From an optimization exercise on the open Yosys and OpenROAD flow, aimed at small area, a short achievable clock period and few clock cycles; shortcuts taken in it are not production practice.
At most, simulation tests tie the RTL to the original design; equivalence was not proved.
Power figures rest on the tool's default switching activity, not on a simulated workload.

v11:
Design mest_pro, start of the top module:
module mest_pro#(
    parameter OP_CODE_SIZE     = 4,
    parameter INSTRUCTION_SIZE = OP_CODE_SIZE + 8 + 8 + 8,
    parameter ROM_DEPTH = 65536
)(
    input clk,
    input i_reset_n,
    input i_start,
    output [$clog2(ROM_DEPTH)-1  :0] o_prog_counter,
    input [INSTRUCTION_SIZE-1    :0] i_instruction,
    output [8-1 :0] o_result,
    output o_valid_result,
    output o_carry,
    output o_zero_flag,
    output o_all_done
);
wire       issue;       
wire       run;         
wire       start;
wire [3:0] op   = i_instruction[27:24];
wire       is_jmp  = issue & (op == 4'd8);
wire       is_ret  = issue & (op == 4'd9);
wire       is_halt = issue & (op == 4'd15);
wire       x_s0, x_cin;
wire [7:0] x_a;
wire [7:1] x_bm;
wire [8:0] x_y;
wire       x_valid;
mest_pro_ctrlr u_ctrlr(
    .clk        (clk),
    .i_reset_n  (i_reset_n),
    .i_start    (i_start),
    .i_redirect (is_jmp | is_ret),
    .i_halt     (is_halt),
    .o_start    (start),
    .o_run      (run),
    .o_issue    (issue),
    .o_all_done (o_all_done)
);
mest_pro_fetch u_fetch(
  ...
Size: ~550 cells after synthesis, about 94 flip-flops, ~59 I/O pins, about 0.0047 mm² of cells after synthesis.
clock: 5.0 ns
lec_check: 0
abc_area: 1
cap_margin: 20
core_margin: 2
core_utilization: 60
cts_buf_list: sky130_fd_sc_hd__clkbuf_8
setup_slack_margin: 2.95
slew_margin: 20
standard.sh (not shown) runs the stock make flow with config.mk's settings and CLKGATE_MAP_FILE= SYNTH_SCRIPT=/design/flow/synth_recipe.tcl, a recipe that flattens the netlist after the stock synthesis.
==> flow/flow/run.sh <==
#!/bin/bash
# Layout: the standard synthesis, then the standard ORFS steps with plain
# buffers (not delay cells) on the ports and free resizing.
set -euo pipefail
bash standard.sh synth > synth.log 2>&1
bash standard.sh BUFFER_PORTS_ARGS="-buffer_cell sky130_fd_sc_hd__buf_1" MATCH_CELL_FOOTPRINT=0 CTS_ARGS="-sink_clustering_enable -repair_clock_nets -buf_list sky130_fd_sc_hd__clkbuf_8 -dont_use_dummy_load -sink_clustering_size 30 -sink_clustering_max_diameter 200" finish > layout.log 2>&1
Testbench counts of v11, summed over its fixed seeds: cycles 7,274.
Setup changes, v11 to v39
Settings: CORE_UTILIZATION now 45, was 60.
==> flow/flow/run.sh <==
#!/bin/bash
# Layout: the standard synthesis, then the standard ORFS steps with plain
# buffers (not delay cells) on the ports and free resizing.
set -euo pipefail
bash standard.sh synth > synth.log 2>&1
bash standard.sh BUFFER_PORTS_ARGS="-buffer_cell sky130_fd_sc_hd__buf_1" MATCH_CELL_FOOTPRINT=0 CTS_ARGS="-sink_clustering_enable -repair_clock_nets -buf_list sky130_fd_sc_hd__clkbuf_8 -dont_use_dummy_load" finish > layout.log 2>&1
Notes after the runs:
Every run (v39 and v11) finished clean. Diff v11 -> v39: proportion of total power due to net switching fell 0.26 points; die area increased by 32% relative to the old numbers; maximum frequency grew by about 0.3%; effective utilization at floorplan went down 15 points; number of buffers added by the clock tree synthesis step neither gained nor lost much. Of v39 and v11, v11 shows the lower first-pass GRT wire length, with v39 above it. Compared to v11, v39 has global-route usage 5.5 points lower. On worst hold slack across all endpoints, v39 and v11 are basically level.
Modified inputs, v21 compared to v39
Settings: CORE_UTILIZATION changed from 45 to 60.
==> flow/flow/run.sh <==
#!/bin/bash
# Layout: the standard synthesis, then the standard ORFS steps with plain
# buffers (not delay cells) on the ports and free resizing.
set -euo pipefail
bash standard.sh synth > synth.log 2>&1
bash standard.sh BUFFER_PORTS_ARGS="-buffer_cell sky130_fd_sc_hd__buf_1" MATCH_CELL_FOOTPRINT=0 CTS_ARGS="-sink_clustering_enable -repair_clock_nets -buf_list sky130_fd_sc_hd__clkbuf_16 -dont_use_dummy_load -sink_clustering_size 50 -sink_clustering_max_diameter 300" finish > layout.log 2>&1
### Flow results
- Changes observed in v21 relative to v39: detailed-route vias per instance went up, total via count in the routed design went up, count of plain and timing-repair buffers in the layout went up, cell area went up.
- Post-place instance area was lower in v21 than in v39.
- Share of the clock period used by the worst path down 0.49 points in v21 wrt v39
- Across both runs, maximum clock frequency was higher for v21 than for v39.
- Comparing worst voltage drop across the vdd grid for v39 and v21, the smaller number came from v39.
Input changes introduced in v50 (baseline for comparison: v21):
Settings: ABC_AREA: 1 -> unset.
==> flow/flow/run.sh <==
#!/bin/bash
# Layout: the standard synthesis, then the standard ORFS steps with plain
# buffers (not delay cells) on the ports and free resizing.
set -euo pipefail
bash standard.sh synth > synth.log 2>&1
bash standard.sh BUFFER_PORTS_ARGS="-buffer_cell sky130_fd_sc_hd__buf_1" MATCH_CELL_FOOTPRINT=0 CTS_ARGS="-sink_clustering_enable -repair_clock_nets -buf_list sky130_fd_sc_hd__clkbuf_8 -dont_use_dummy_load" finish > layout.log 2>&1
## What came out
- Row number of combinational gates with multiple inputs: v50 lower / v21 higher
- v50 vs. v21: worst reg-to-reg setup slack went down by 0.02 ns.
- The combinational power of v50 is higher than that of v21.
- Of v50 and v21, the run reporting the lower number of cells traversed by the worst register-to-register path was v50.
- in2reg as the classification of the worst setup path was reported by v50, and reg2out by v21.
For v8, these inputs were changed with respect to v50:
Settings: a change of SETUP_SLACK_MARGIN from 2.95 to 2.92; an added ABC_AREA of 1.
### Flow results
v8 completed; timing, DRC and antenna clean. Non-clock buffer total of the final layout went down slightly going from v50 to v8. Cells: v8 has more instances than v50. | cell area | v50 vs v8 | ≈ equal |. v50 ended up with adder cells as its largest family of logic cells by synthesized area; v8 ended up with simple AND/OR/NAND/NOR gates. Compared to v50, v8 was floorplanned on a bigger die.
diff inputs: v8 => v49
Settings: a change of CORE_UTILIZATION from 60 to 50; a change of SETUP_SLACK_MARGIN from 2.92 to 2.95; a change of SLEW_MARGIN from 20 to 0; a change of CAP_MARGIN from 20 to 0.
==> comparison <==
- v49 vs v8: horizontal extent of the die up by a little under 10%
- v8 → v49: instance area after placement level; final setup slack of the worst path moved up; ratio of cells with drive above 1 in the final layout moved up; maximum vdd ir drop moved down; share of power burned in combinational logic level.
- The proportion of cell area occupied by registers of v49 is lower than that of v8.
- Routed wire length: v49 vs v8 up 1.5%

* * *

== run A ==
Another version of the RTL of mest_pro (not shown whole).
For scale: ~570 cells after synthesis, about 59 I/O pins.
Design mest_pro, start of the top module:
module mest_pro#(
    parameter OP_CODE_SIZE     = 4,
    parameter INSTRUCTION_SIZE = OP_CODE_SIZE + 8 + 8 + 8,
    parameter ROM_DEPTH = 65536
)(
    input clk,
    input i_reset_n,
    input i_start,
    output [$clog2(ROM_DEPTH)-1  :0] o_prog_counter,
    input [INSTRUCTION_SIZE-1    :0] i_instruction,
    output [8-1 :0] o_result,
    output o_valid_result,
    output o_carry,
    output o_zero_flag,
    output o_all_done
);
Settings: LEC_CHECK=0, ABC_AREA=1, CAP_MARGIN=20, CORE_MARGIN=2, CORE_UTILIZATION=60, CTS_BUF_LIST=sky130_fd_sc_hd__clkbuf_8, SETUP_SLACK_MARGIN=2.95, SLEW_MARGIN=20; clock period 5.0 ns.
==> flow/flow/run.sh <==
#!/bin/bash
# Layout: the standard synthesis, then the standard ORFS steps with plain
# buffers (not delay cells) on the ports and free resizing.
set -euo pipefail
bash standard.sh synth > synth.log 2>&1
bash standard.sh BUFFER_PORTS_ARGS="-buffer_cell sky130_fd_sc_hd__buf_1" MATCH_CELL_FOOTPRINT=0 finish > layout.log 2>&1
Input changes introduced in run B (baseline for comparison: run A):
# run A
export LEC_CHECK = 0
export ABC_AREA = 1
export CAP_MARGIN = 20
export CORE_MARGIN = 2
export CORE_UTILIZATION = 60
export CTS_BUF_LIST = sky130_fd_sc_hd__clkbuf_8
export SETUP_SLACK_MARGIN = 2.95
export SLEW_MARGIN = 20
create_clock -name core_clock -period 5.0 [get_ports {clk}]
# run B
export LEC_CHECK = 0
export ABC_AREA = 1
export CAP_MARGIN = 20
export CORE_MARGIN = 2
export CORE_UTILIZATION = 60
export CTS_BUF_LIST = sky130_fd_sc_hd__clkbuf_8
export SETUP_SLACK_MARGIN = 2.9
export SLEW_MARGIN = 20
create_clock -name core_clock -period 5.0 [get_ports {clk}]
### Flow results
- Run B completed end to end with timing, DRC and antenna clean.
- Per the comparison of run B with run A, area of all placed cells without fillers comparable; area growth from synthesis to layout now smaller; timing-limited maximum frequency now smaller; worst-case vdd ir drop now smaller; weighted congestion at the end of routability-driven global placement now larger.
No functional check of the RTL was part of any run of this note.

* * *

## wip/violet
RTL: one of the versions met above, not the one the previous note started from.
Size: ~94 flip-flops, ~59 I/O pins, about 0.0047 mm2 of cells after synthesis.
==> flow/design.v (excerpt) <==
module mest_pro#(
    parameter OP_CODE_SIZE     = 4,
    parameter INSTRUCTION_SIZE = OP_CODE_SIZE + 8 + 8 + 8,
    parameter ROM_DEPTH = 65536
)(
    input clk,
    input i_reset_n,
    input i_start,
    output [$clog2(ROM_DEPTH)-1  :0] o_prog_counter,
    input [INSTRUCTION_SIZE-1    :0] i_instruction,
    output [8-1 :0] o_result,
    output o_valid_result,
    output o_carry,
    output o_zero_flag,
    output o_all_done
);
wire       issue;       
wire       run;         
wire       start;
wire [3:0] op   = i_instruction[27:24];
wire       is_jmp  = issue & (op == 4'd8);
wire       is_ret  = issue & (op == 4'd9);
wire       is_halt = issue & (op == 4'd15);
wire       x_s0, x_cin;
wire [7:0] x_a;
wire [7:1] x_bm;
wire [8:0] x_y;
wire       x_valid;
mest_pro_ctrlr u_ctrlr(
    .clk        (clk),
    .i_reset_n  (i_reset_n),
    .i_start    (i_start),
    .i_redirect (is_jmp | is_ret),
    .i_halt     (is_halt),
    .o_start    (start),
    .o_run      (run),
    .o_issue    (issue),
    .o_all_done (o_all_done)
);
mest_pro_fetch u_fetch(
    .clk            (clk),
    .i_reset_n      (i_reset_n),
    .i_run          (run),
    .i_start        (start),
    .i_halt         (is_halt),
    .i_jmp          (is_jmp),
    .i_ret          (is_ret),
    .i_const_K      (i_instruction[23:16]),
    .o_prog_counter (o_prog_counter)
);
mest_pro_decode u_decode(
    .clk        (clk),
    .i_reset_n  (i_reset_n),
    .i_issue    (issue),
    .i_instr    (i_instruction),
    .o_valid    (x_valid),
    .o_s0       (x_s0),
    .o_cin      (x_cin),
    .o_a        (x_a),
    .o_bm       (x_bm),
    .o_y        (x_y)
);
mest_pro_exec u_exec(
    .clk            (clk),
    .i_reset_n      (i_reset_n),
    .i_valid        (x_valid),
    .i_s0           (x_s0),
    .i_cin          (x_cin),
    .i_a            (x_a),
    .i_bm           (x_bm),
    .i_y            (x_y),
    .o_valid_result (o_valid_result),
    .o_result       (o_result),
    .o_carry        (o_carry),
    .o_zero_flag    (o_zero_flag)
);
endmodule
Settings: LEC_CHECK=0, ABC_AREA=1, CAP_MARGIN=20, CORE_MARGIN=2, CORE_UTILIZATION=70, CTS_BUF_LIST=sky130_fd_sc_hd__clkbuf_8, SETUP_SLACK_MARGIN=2.95, SLEW_MARGIN=20; clock period 5.0 ns.
==> flow/flow/run.sh <==
#!/bin/bash
# Layout: the standard synthesis, then the standard ORFS steps with plain
# buffers (not delay cells) on the ports and free resizing.
set -euo pipefail
bash standard.sh synth > synth.log 2>&1
bash standard.sh BUFFER_PORTS_ARGS="-buffer_cell sky130_fd_sc_hd__buf_1" MATCH_CELL_FOOTPRINT=0 CTS_ARGS="-sink_clustering_enable -repair_clock_nets -buf_list sky130_fd_sc_hd__clkbuf_8 -dont_use_dummy_load" finish > layout.log 2>&1
Testbench counts of wip/violet, summed over its fixed seeds: cycles 7,274.
## Diff of input files: wip/zinc against wip/violet
- CORE_UTILIZATION now 40, was 70
Notes after the runs:
Core area: wip/violet and wip/zinc compared, lower one is wip/violet. wip/zinc vs wip/violet, first-pass GRT wire length went up by 350 um. Compared with wip/violet, in wip/zinc post-layout worst setup margin saw a decrease, part of the power in registers saw a decrease.
[inputs] wip/umber vs wip/zinc
- SETUP_SLACK_MARGIN now 2.97, was 2.95
- CORE_UTILIZATION now 60, was 40
## What came out
- On wip/umber: time the final worst path needs with I/O delays and setup is 0.015 ns higher than what wip/zinc gave.
- Setup slack: wip/umber less than wip/zinc
- wip/umber ended with more internal power contribution than wip/zinc.
- Looking at the reports, wip/umber completed the entire flow and the layout it produced met the timing, DRC and antenna checks.
- Delta(count of routing violations after the opening detailed-route iteration, wip/umber - wip/zinc) < 0
- Total number of vias (wip/umber vs. wip/zinc) increases slightly
Setup changes, wip/umber to wip/fjord
- changing CORE_UTILIZATION from 60 to 50
- changing SETUP_SLACK_MARGIN from 2.97 to 3.0
Notes after the runs:
For period utilization, wip/fjord and wip/umber come out practically identical. Comparing wip/fjord with wip/umber, the post-route worst hold slack came out essentially unchanged. Diff wip/fjord..wip/umber | worst-case setup margin in the final layout | negligible.
Here is what was changed in the inputs of wip/juniper compared with wip/fjord.
- changing CORE_UTILIZATION from 50 to 60
- changing SETUP_SLACK_MARGIN from 3.0 to 2.95
==> comparison <==
- Diff wip/fjord -> wip/juniper: post-CTS clock slew at the launch and capture registers of the worst setup and hold paths flat, area of the multi-input gates down 1.1%, post-route standard cell area excluding fillers down 1.3%.
- Going from wip/fjord to wip/juniper, detailed route wirelength on metal2 down 5.5%; hold slack saw little to no change.

* * *

## v23
Another version of the RTL of mest_pro (not shown whole).
Size in the first run: about 600 cells after synthesis, ~100 flip-flops, about 59 I/O pins, about 5100 sq um of cells after synthesis.
Settings: LEC_CHECK=0, ABC_AREA=1, CAP_MARGIN=20, CORE_MARGIN=2, CORE_UTILIZATION=60, CTS_BUF_LIST=sky130_fd_sc_hd__clkbuf_16, SETUP_SLACK_MARGIN=2.9, SLEW_MARGIN=20; clock period 5.0 ns.
==> flow/flow/run.sh <==
#!/bin/bash
# Layout: the standard synthesis, then the standard ORFS steps with plain
# buffers (not delay cells) on the ports and free resizing.
set -euo pipefail
bash standard.sh synth > synth.log 2>&1
bash standard.sh BUFFER_PORTS_ARGS="-buffer_cell sky130_fd_sc_hd__buf_1" MATCH_CELL_FOOTPRINT=0 finish > layout.log 2>&1
Testbench counts of v23, summed over its fixed seeds: cycles 7,274.
#### Input delta (v52 over v23)
- CTS_BUF_LIST changed from sky130_fd_sc_hd__clkbuf_16 to sky130_fd_sc_hd__clkbuf_8
- SETUP_SLACK_MARGIN changed from 2.9 to 2.8
Notes after the runs:
v52 against v23: met3 global-route usage has decreased, instance count after placement with tap cells included did not really move.
Changes observed in v52 relative to v23: clock power lost about 12%; combinational cell fraction of total power picked up an extra 0.4 points.
Of v23 and v52, v23 shows the lower multi-input logic portion of the cell area, with v52 above it.
Growth of design area from synthesis to finish in v52 vs v23: down 2.2 points
Taking v23 as the reference, in v52 multi-input combinational gate total comparable; clock share of power now smaller.
[inputs] v40 vs v52
- swapping 2.8 for 2.9 in SETUP_SLACK_MARGIN
[summary]
- Per the comparison of v40 with v52, register fraction of the total cell area neither gained nor lost much; fill cell total of the finished layout has decreased.
- v52 → v40: post-synthesis to final-layout area growth now larger; detailed-route wire length per cell increased 1.3%; relative max-transition margin went down 8.0 points; post-route worst setup slack has increased; hold slack fell 0.0083 ns.
- Looking at count of plain and timing-repair buffers in the layout, v40 sits 1 above v52.
- Design area on v40 is up relative to v52.
- The higher via count came out of v40.
- Sum of routed wire length over all layers deteriorates in v40 relative to v52.
Input changes introduced in v14 (baseline for comparison: v40):
- SETUP_SLACK_MARGIN: 2.9 -> 3.0
- v40 consumes less power than v14.
- Of v14 and v40, v14 shows the higher wire length of the first global-routing pass, with v40 below it.
- v14 -> v40: standard cell core area delta 0, exact match
- From v40 to v14 the numbers moved as follows: final cycle utilization of the critical path went up by 0.36 points, register-to-register slack decreased 0.02 ns.
- Comparing v14 and v40, the higher number of clock buffer instances in the layout is on v40.
- Power dissipated in sequential cells in v14 vs v40: down about 1%
--- input diff v14..v17 ---
- swapping 3.0 for 2.9 in SETUP_SLACK_MARGIN
- putting TNS_END_PERCENT at 20 where nothing was set
## What came out
- Of v17 and v14, it is v17 that has the lower leakage power of the design.
- Going from v14 to v17, period utilization went up, met1 global-route usage lower, met3 global-route usage fell 1.5 points, wire length of the first global-routing pass has decreased, relative slew slack has decreased.
- Comparing the two runs side by side, v17 comes out ahead of v14 on net switching power figure.
- The proportion of power drawn by the clock network number comes out higher for v14 vs v17.
- Proportion of cell area occupied by registers (lower): v14
- Lower count of cells along the worst register-to-register path was reported by v14, not v17.

## static timing again, ports no longer ideal
Ports are ideal in the flow. The routed layouts listed here were re-timed in OpenROAD. Step 1, drivers: a clkbuf_16 drives clk and a buf_2 each remaining input, both assumed. Step 2 adds t to the input delays and takes it off the output delays; t is the mean of the earliest and latest rising clock arrival at the registers after step 1. Input paths then give back, and output paths get back, about the clock's delay inside the block. Three values: ideal, step 1, step 2; two values: the first two.
run | t, ns | setup slack, ns | worst hold slack (ns) | cell pins on the clock port's net
v11 | 0.372 | 2.981 / 2.948 / 2.729 | 0.357 / 0.357 / 0.357 | 1
v39 | 0.374 | 2.988 / 2.954 / 2.678 | 0.355 / 0.355 / 0.355 | 1
v21 | 0.358 | 3.012 / 2.976 / 2.732 | 0.354 / 0.354 / 0.354 | 1
v50 | 0.373 | 2.985 / 2.987 / 2.614 | 0.343 / 0.343 / 0.343 | 1
v8 | 0.371 | 2.982 / 2.949 / 2.624 | 0.357 / 0.357 / 0.357 | 1
v49 | 0.370 | 3.022 / 2.989 / 2.725 | 0.355 / 0.355 / 0.355 | 1
run A | 0.393 | 2.791 / 2.791 / 2.680 | 0.355 / 0.355 / 0.355 | 1
run B | 0.378 | 2.778 / 2.778 / 2.664 | 0.357 / 0.357 / 0.357 | 1
wip/violet | 0.369 | 3.017 / 2.982 / 2.665 | 0.337 / 0.337 / 0.337 | 1
wip/zinc | 0.374 | 2.994 / 2.963 / 2.655 | 0.356 / 0.356 / 0.356 | 1
wip/umber | 0.372 | 2.979 / 2.946 / 2.725 | 0.357 / 0.357 / 0.357 | 1
wip/fjord | 0.371 | 2.982 / 2.950 / 2.781 | 0.354 / 0.354 / 0.354 | 1
wip/juniper | 0.372 | 2.981 / 2.948 / 2.729 | 0.357 / 0.357 / 0.357 | 1
v23 | 0.372 | 2.971 / 2.947 / 2.620 | 0.329 / 0.329 / 0.329 | 1
v52 | 0.393 | 2.853 / 2.853 / 2.574 | 0.345 / 0.345 / 0.345 | 1
v40 | 0.378 | 2.968 / 2.935 / 2.615 | 0.337 / 0.337 / 0.337 | 1
v14 | 0.399 | 2.950 / 2.950 / 2.705 | 0.345 / 0.345 / 0.345 | 1
v17 | 0.380 | 2.862 / 2.862 / 2.535 | 0.333 / 0.333 / 0.333 | 1
After both steps every run listed still meets setup and hold. For v50, which loses most, drivers alone change the setup slack by +0.002 ns; drivers and shift together by -0.371 ns.
